From an optimization exercise on the open Yosys and OpenROAD flow, aimed at small area; shortcuts taken in it are not production practice. The RTL was checked by simulation tests, not by an equivalence proof against the original design. The flow treats the clock pin as an ideal source. Dropping or thinning the clock tree relies on that and would not hold on a real chip. Power figures rest on the tool's default switching activity, not on a simulated workload.

## alpha
// reuleaux
module reuleaux(input logic clk, input logic rst_n, input logic [2:0] colour,
                input logic [7:0] centre_x, input logic [6:0] centre_y, input logic [7:0] diameter,
                input logic start, output logic done,
                output logic [7:0] vga_x, output logic [6:0] vga_y,
                output logic [2:0] vga_colour, output logic vga_plot);
     logic       busy;       
     logic       dflt;       
     logic [1:0] circ;       
     logic       ini;        
     logic [2:0] oct;        
     logic [2:0] bc;         
     logic [7:0] ox, oy, m;  
     logic       ms;         
     logic [6:0] srx, sry;   
     logic       e;          
     logic [3:0] dl;         
     logic       c1, c2, ca, cb, cx_c, cy_c, cm, ci, bi;   
     logic       gl, gh, gy, lp;                           
     logic clr, b0, b7;
     assign clr = (circ == 2'd3);
     assign b0  = (bc == 3'd0);
     assign b7  = (bc == 3'd7);
     logic [7:0] dv, xv;
     logic [6:0] yv;
     assign dv = dflt ? 8'd80 : diameter;
  ...
Settings: LEC_CHECK=0, CAP_MARGIN=20, CORE_MARGIN=2, CORE_UTILIZATION=40, SLEW_MARGIN=20; clock period 18.0 ns.
standard.sh (not shown) runs the stock make flow with config.mk's settings and CLKGATE_MAP_FILE= SYNTH_SCRIPT=/design/flow/synth_recipe.tcl, a recipe that flattens the netlist after the stock synthesis.
==> flow/flow/run.sh <==
#!/bin/bash
# Standard layout, with the port buffers made of the smallest buffer cell.
set -euo pipefail
bash standard.sh 'BUFFER_PORTS_ARGS=-buffer_cell sky130_fd_sc_hd__buf_1' finish > standard_flow.log 2>&1
Every stage of the flow completed for alpha, and the final layout passed the timing, design-rule and antenna checks.
Inputs modified between alpha and beta:
Settings: a change of SLEW_MARGIN from 20 to 0; a change of CAP_MARGIN from 20 to 0; an added CTS_BUF_LIST of sky130_fd_sc_hd__clkbuf_4.
==> flow/run.sh (new file) <==
#!/bin/bash
# synth_recipe.tcl (not shown) runs the flow's synth.tcl, then flattens the netlist and writes it again
# the make line also repeats each setting of config.mk as NAME=value (left out here)
make -C /OpenROAD-flow-scripts/flow DESIGN_CONFIG=/design/flow/config.mk WORK_HOME=/design/flow/orfs CLKGATE_MAP_FILE= SYNTH_SCRIPT=/design/flow/synth_recipe.tcl finish
removed: flow/flow/run.sh
removed: flow/standard.sh
[summary]
- Global-route met3 utilization came out higher on beta than on alpha.
- The final reports for beta and alpha show post-place setup slack lower in the former.
- Final cell area: beta above alpha
- [beta] sequential cell area share fell 2.9 points relative to alpha
- As far as final routed DRC violation total goes, alpha and beta are indistinguishable; the numbers are identical.
- [beta] final-layout fill cell count fell 2.8% relative to alpha
- Delta (beta minus alpha): actual slew at the worst max-slew pin went up by 0.049 ns, layout overhead on the synthesized area now sits higher.
- When beta is set beside alpha, its total wire length turns out to be about 2% larger.
Modified inputs, gamma compared to beta
Settings: CAP_MARGIN changed from 0 to 20; SLEW_MARGIN changed from 0 to 20; CTS_BUF_LIST removed (was sky130_fd_sc_hd__clkbuf_4).
## What came out
[gamma vs beta] proportion of power drawn by the clock network: higher in gamma
Overall routed net length in gamma is 0.63% higher than in beta
Compared with beta, gamma is the more power-hungry design.


reuleaux, a different RTL version from the one above (not shown whole).
For scale: roughly 290 cells after synthesis, roughly 66 flip-flops, ~49 I/O pins, ~0.0029 mm2 of cells after synthesis.
// reuleaux
module reuleaux(input logic clk, input logic rst_n, input logic [2:0] colour,
                input logic [7:0] centre_x, input logic [6:0] centre_y, input logic [7:0] diameter,
                input logic start, output logic done,
                output logic [7:0] vga_x, output logic [6:0] vga_y,
                output logic [2:0] vga_colour, output logic vga_plot);
     logic       dflt;       
     logic [1:0] circ;       
     logic       ini;        
     logic [2:0] oct;        
     logic [2:0] bc;         
     logic [7:0] ox, oy, m;  
     logic       ms;         
     logic [6:0] srx, sry;   
     logic [3:0] dl;         
     logic       c1, c2, ca, cb, cx_c, cy_c, cm, ci, bi;   
     logic       gl, gh, gy, lp;                           
     logic clr, idle, b0, b7;
     assign clr  = (circ == 2'd3) & !oct[2];
     assign idle = (circ == 2'd3) & oct[2];
     assign b0  = (bc == 3'd0);
     assign b7  = (bc == 3'd7);
     logic [7:0] dv, xv;
     logic [6:0] yv;
     assign dv = dflt ? 8'd80 : diameter;
     assign xv = dflt ? 8'd80 : centre_x;
     assign yv = dflt ? 7'd60 : centre_y;
     logic dn, xb, yb, d0, hb;
     assign dn = dv[bc + 3'd1];           
     assign xb = xv[bc];
     assign yb = b7 ? 1'b0 : yv[bc];
     assign d0 = dv[0];
     assign hb = b7 ? 1'b0 : dn;          
     logic x1b, x2b, k1, k2, ta, tb, ty, yc, y1b;
     assign k1  = b0 ? d0 : c1;
     assign x1b = xb ^ hb ^ k1;
     assign k2  = b0 ? 1'b1 : c2;
     assign x2b = xb ^ ~hb ^ k2;
     assign ta  = b0 ? 1'b0 : dl[1];                      
     assign ty  = yb ^ ta ^ (ca & !b0);
     assign tb  = (bc >= 3'd3) ? dl[3] : 1'b0;            
     assign yc  = cb & !b0;
     assign y1b = b7 ? 1'b0 : (ty ^ tb ^ yc ^ ((bc == 3'd6) & d0));    
     logic cxb, cyb, lob, hib;
     always_comb begin
          case (circ)
               2'd0: begin cxb = x1b; cyb = y1b; end
               2'd1: begin cxb = x2b; cyb = y1b; end
               default: begin cxb = xb; cyb = (bc == 3'd0) | (bc == 3'd1) | (bc == 3'd2) | (bc == 3'd4); end   
          endcase
     end
  ...
clock: 18.0 ns
lec_check: 0
cap_margin: 20
core_margin: 2
core_utilization: 40
slew_margin: 20
==> flow/flow/run.sh <==
#!/bin/bash
# Standard layout, except: the port buffers are the smallest buffer cell, and
# the clock tree is built by flow/cts.tcl in place of TritonCTS.
set -euo pipefail
B='BUFFER_PORTS_ARGS=-buffer_cell sky130_fd_sc_hd__buf_1'
bash standard.sh "$B" place > standard_place.log 2>&1
RDIR="$PWD/orfs/results/$FLOW_PLATFORM/reuleaux/base" LEAVES=4 LEAFBUF=sky130_fd_sc_hd__clkbuf_8 ROOTBUF=none \
  openroad -exit flow/cts.tcl > cts.log 2>&1
bash standard.sh "$B" finish > standard_finish.log 2>&1
==> flow/flow/cts.tcl <==
# Clock tree: the registers are split by place into groups (halves, then
# quarters); each group gets a leaf buffer at its centre, and the leaves hang
# off one root buffer at their centre (or, with no root, off the clock port).
set pdir $::env(FLOW_HOME)/platforms/sky130hd
set rdir $::env(RDIR)
read_liberty $pdir/lib/sky130_fd_sc_hd__tt_025C_1v80.lib
read_db $rdir/3_place.odb
read_sdc $rdir/3_place.sdc
source $pdir/setRC.tcl
set block [ord::get_db_block]
set db [ord::get_db]
set clk [$block findNet clk]

proc centre {its} {
  set sx 0; set sy 0
  foreach it $its {
    set bb [[$it getInst] getBBox]
    set sx [expr {$sx + ([$bb xMin] + [$bb xMax]) / 2}]
    set sy [expr {$sy + ([$bb yMin] + [$bb yMax]) / 2}]
  }
  set n [llength $its]
  return [list [expr {$sx / $n}] [expr {$sy / $n}]]
}
# split a list of iterms in two by the median of x (axis 0) or y (axis 1)
proc split2 {its axis} {
  set keyed {}
  foreach it $its {
    set bb [[$it getInst] getBBox]
    if {$axis == 0} { set k [expr {[$bb xMin] + [$bb xMax]}] } else { set k [expr {[$bb yMin] + [$bb yMax]}] }
    lappend keyed [list $k $it]
  }
  set keyed [lsort -integer -index 0 $keyed]
  set h [expr {[llength $keyed] / 2}]
  set a {}; set b {}
  foreach p [lrange $keyed 0 [expr {$h - 1}]] { lappend a [lindex $p 1] }
  foreach p [lrange $keyed $h end] { lappend b [lindex $p 1] }
  return [list $a $b]
}
proc add_buf {name master its loc} {
  set block [ord::get_db_block]
  set buf [odb::dbInst_create $block [[ord::get_db] findMaster $master] $name]
  set net [odb::dbNet_create $block net_$name]
  $net setSigType CLOCK
  foreach it $its { $it disconnect; $it connect $net }
  [$buf findITerm X] connect $net
  $buf setLocation [lindex $loc 0] [lindex $loc 1]
  $buf setPlacementStatus PLACED
  return $buf
}

set sinks [$clk getITerms]
set groups [list $sinks]
set nl $::env(LEAVES)
if {$nl >= 2} { set groups [split2 $sinks 0] }
if {$nl >= 4} {
  set g {}
  foreach grp $groups { foreach s [split2 $grp 1] { lappend g $s } }
  set groups $g
}
set leaves {}
set i 0
foreach grp $groups {
  set b [add_buf clkbuf_leaf_$i $::env(LEAFBUF) $grp [centre $grp]]
  lappend leaves [$b findITerm A]
  puts "leaf $i: [llength $grp] registers"
  incr i
}
if {$::env(ROOTBUF) ne "none"} {
  set r [add_buf clkbuf_root $::env(ROOTBUF) $leaves [centre $leaves]]
  [$r findITerm A] connect $clk
} else {
  foreach a $leaves { $a connect $clk }
}
detailed_placement
check_placement -verbose
set_propagated_clock [all_clocks]
estimate_parasitics -placement
report_clock_skew
write_db $rdir/4_1_cts.odb
write_sdc $rdir/4_cts.sdc
The first run completed without violations.
==> next run, changes <==
==> flow/flow/run.sh (replaced) <==
#!/bin/bash
# The standard layout (standard.sh), with three changes:
#  - synthesis maps the logic with an area-oriented ABC script (flow/abc_area.script)
#    and leaves adders to ABC instead of mapping them to full-adder cells first;
#    registers are mapped exactly as in the standard synthesis;
#  - the port buffers are the smallest buffer cell;
#  - the clock tree is built by flow/cts.tcl in place of TritonCTS: one root
#    buffer and four leaf buffers, one per quarter of the registers.
# Each step's output goes to its own log file here.
set -euo pipefail
rm -rf synth_scripts
cp -r "$FLOW_HOME/scripts" synth_scripts
cp flow/abc_area.script synth_scripts/abc_speed.script
bash standard.sh "SCRIPTS_DIR=$PWD/synth_scripts" 'ADDER_MAP_FILE=' synth > standard_synth.log 2>&1
B='BUFFER_PORTS_ARGS=-buffer_cell sky130_fd_sc_hd__buf_1'
bash standard.sh "$B" place > standard_place.log 2>&1
RDIR="$PWD/orfs/results/$FLOW_PLATFORM/reuleaux/base" LEAVES=4 LEAFBUF=sky130_fd_sc_hd__clkbuf_8 \
  ROOTBUF=sky130_fd_sc_hd__clkbuf_4 openroad -exit flow/cts.tcl > cts.log 2>&1
bash standard.sh "$B" finish > standard_finish.log 2>&1
==> flow/flow/abc_area.script (new file) <==
strash
&get -n
&deepsyn -T 20
&put
dch -f
amap
topo
dnsize -c
After rerunning: Die area went down by about 13%. Worst setup slack is better by 0.77 ns. Maximum frequency grows by about 7%. Cell count drops by about 0.7%. Sequential share of layout area rises by 5.2 points. Area after synthesis decreases by about 13%. Global-route usage went up by 0.15 points. Utilization increases by 2.4 points.
==> next run, changes <==
==> flow/flow/run.sh (replaced) <==
#!/bin/bash
# Standard layout, except: the port buffers are the smallest buffer cell, and
# the clock tree is built by flow/cts.tcl in place of TritonCTS.
set -euo pipefail
B='BUFFER_PORTS_ARGS=-buffer_cell sky130_fd_sc_hd__buf_1'
bash standard.sh "$B" place > standard_place.log 2>&1
RDIR="$PWD/orfs/results/$FLOW_PLATFORM/reuleaux/base" LEAVES=4 LEAFBUF=sky130_fd_sc_hd__clkbuf_8 ROOTBUF=sky130_fd_sc_hd__clkbuf_4 \
  openroad -exit flow/cts.tcl > cts.log 2>&1
bash standard.sh "$B" finish > standard_finish.log 2>&1
removed: flow/flow/abc_area.script
Outcome:
- routed wire length is higher by 9.1%
- global-route usage barely changes
- die area increases by 14%
In every run of this note, the design's own scripts or RTL, not TritonCTS, make the clock network.

==> re-timing with driven ports <==
Ports are ideal in the flow. The routed layouts listed here were re-timed in OpenROAD. Step 1 (the two cells are an assumption about what drives the block):
set clk [get_ports {clk}]
set_driving_cell -lib_cell sky130_fd_sc_hd__clkbuf_16 $clk
set_driving_cell -lib_cell sky130_fd_sc_hd__buf_2 [delete_from_list [all_inputs] $clk]
Step 2 times the ports against the registers' clock, not the clock port: input delays grow and output delays shrink by t, the midpoint of the rising clock arrivals with the driver on. a / b / c = ideal ports / drivers / drivers and shift; a / b = the first two.
run	shift t [ns]	setup WS [ns]	clock arrival spread, ns	worst slew at a driven data input, ns
alpha	0.358	6.918 / 6.899 / 6.899	0.006 / 0.006	0.03
beta	0.449	6.238 / 6.211 / 6.211	0.015 / 0.016	0.05
gamma	0.369	6.237 / 6.211 / 6.211	0.009 / 0.008	0.05
the first run of note 2	0.216	6.825 / 6.805 / 6.805	0.014 / 0.014	0.03
the second run of note 2	0.397	7.597 / 7.574 / 7.574	0.011 / 0.012	0.03
the third run of note 2	0.407	6.825 / 6.804 / 6.804	0.015 / 0.015	0.03
After both steps setup and hold are still met in every run listed. The setup slack of beta, which loses most, moves by -0.027 ns with the drivers and by -0.027 ns with both steps.
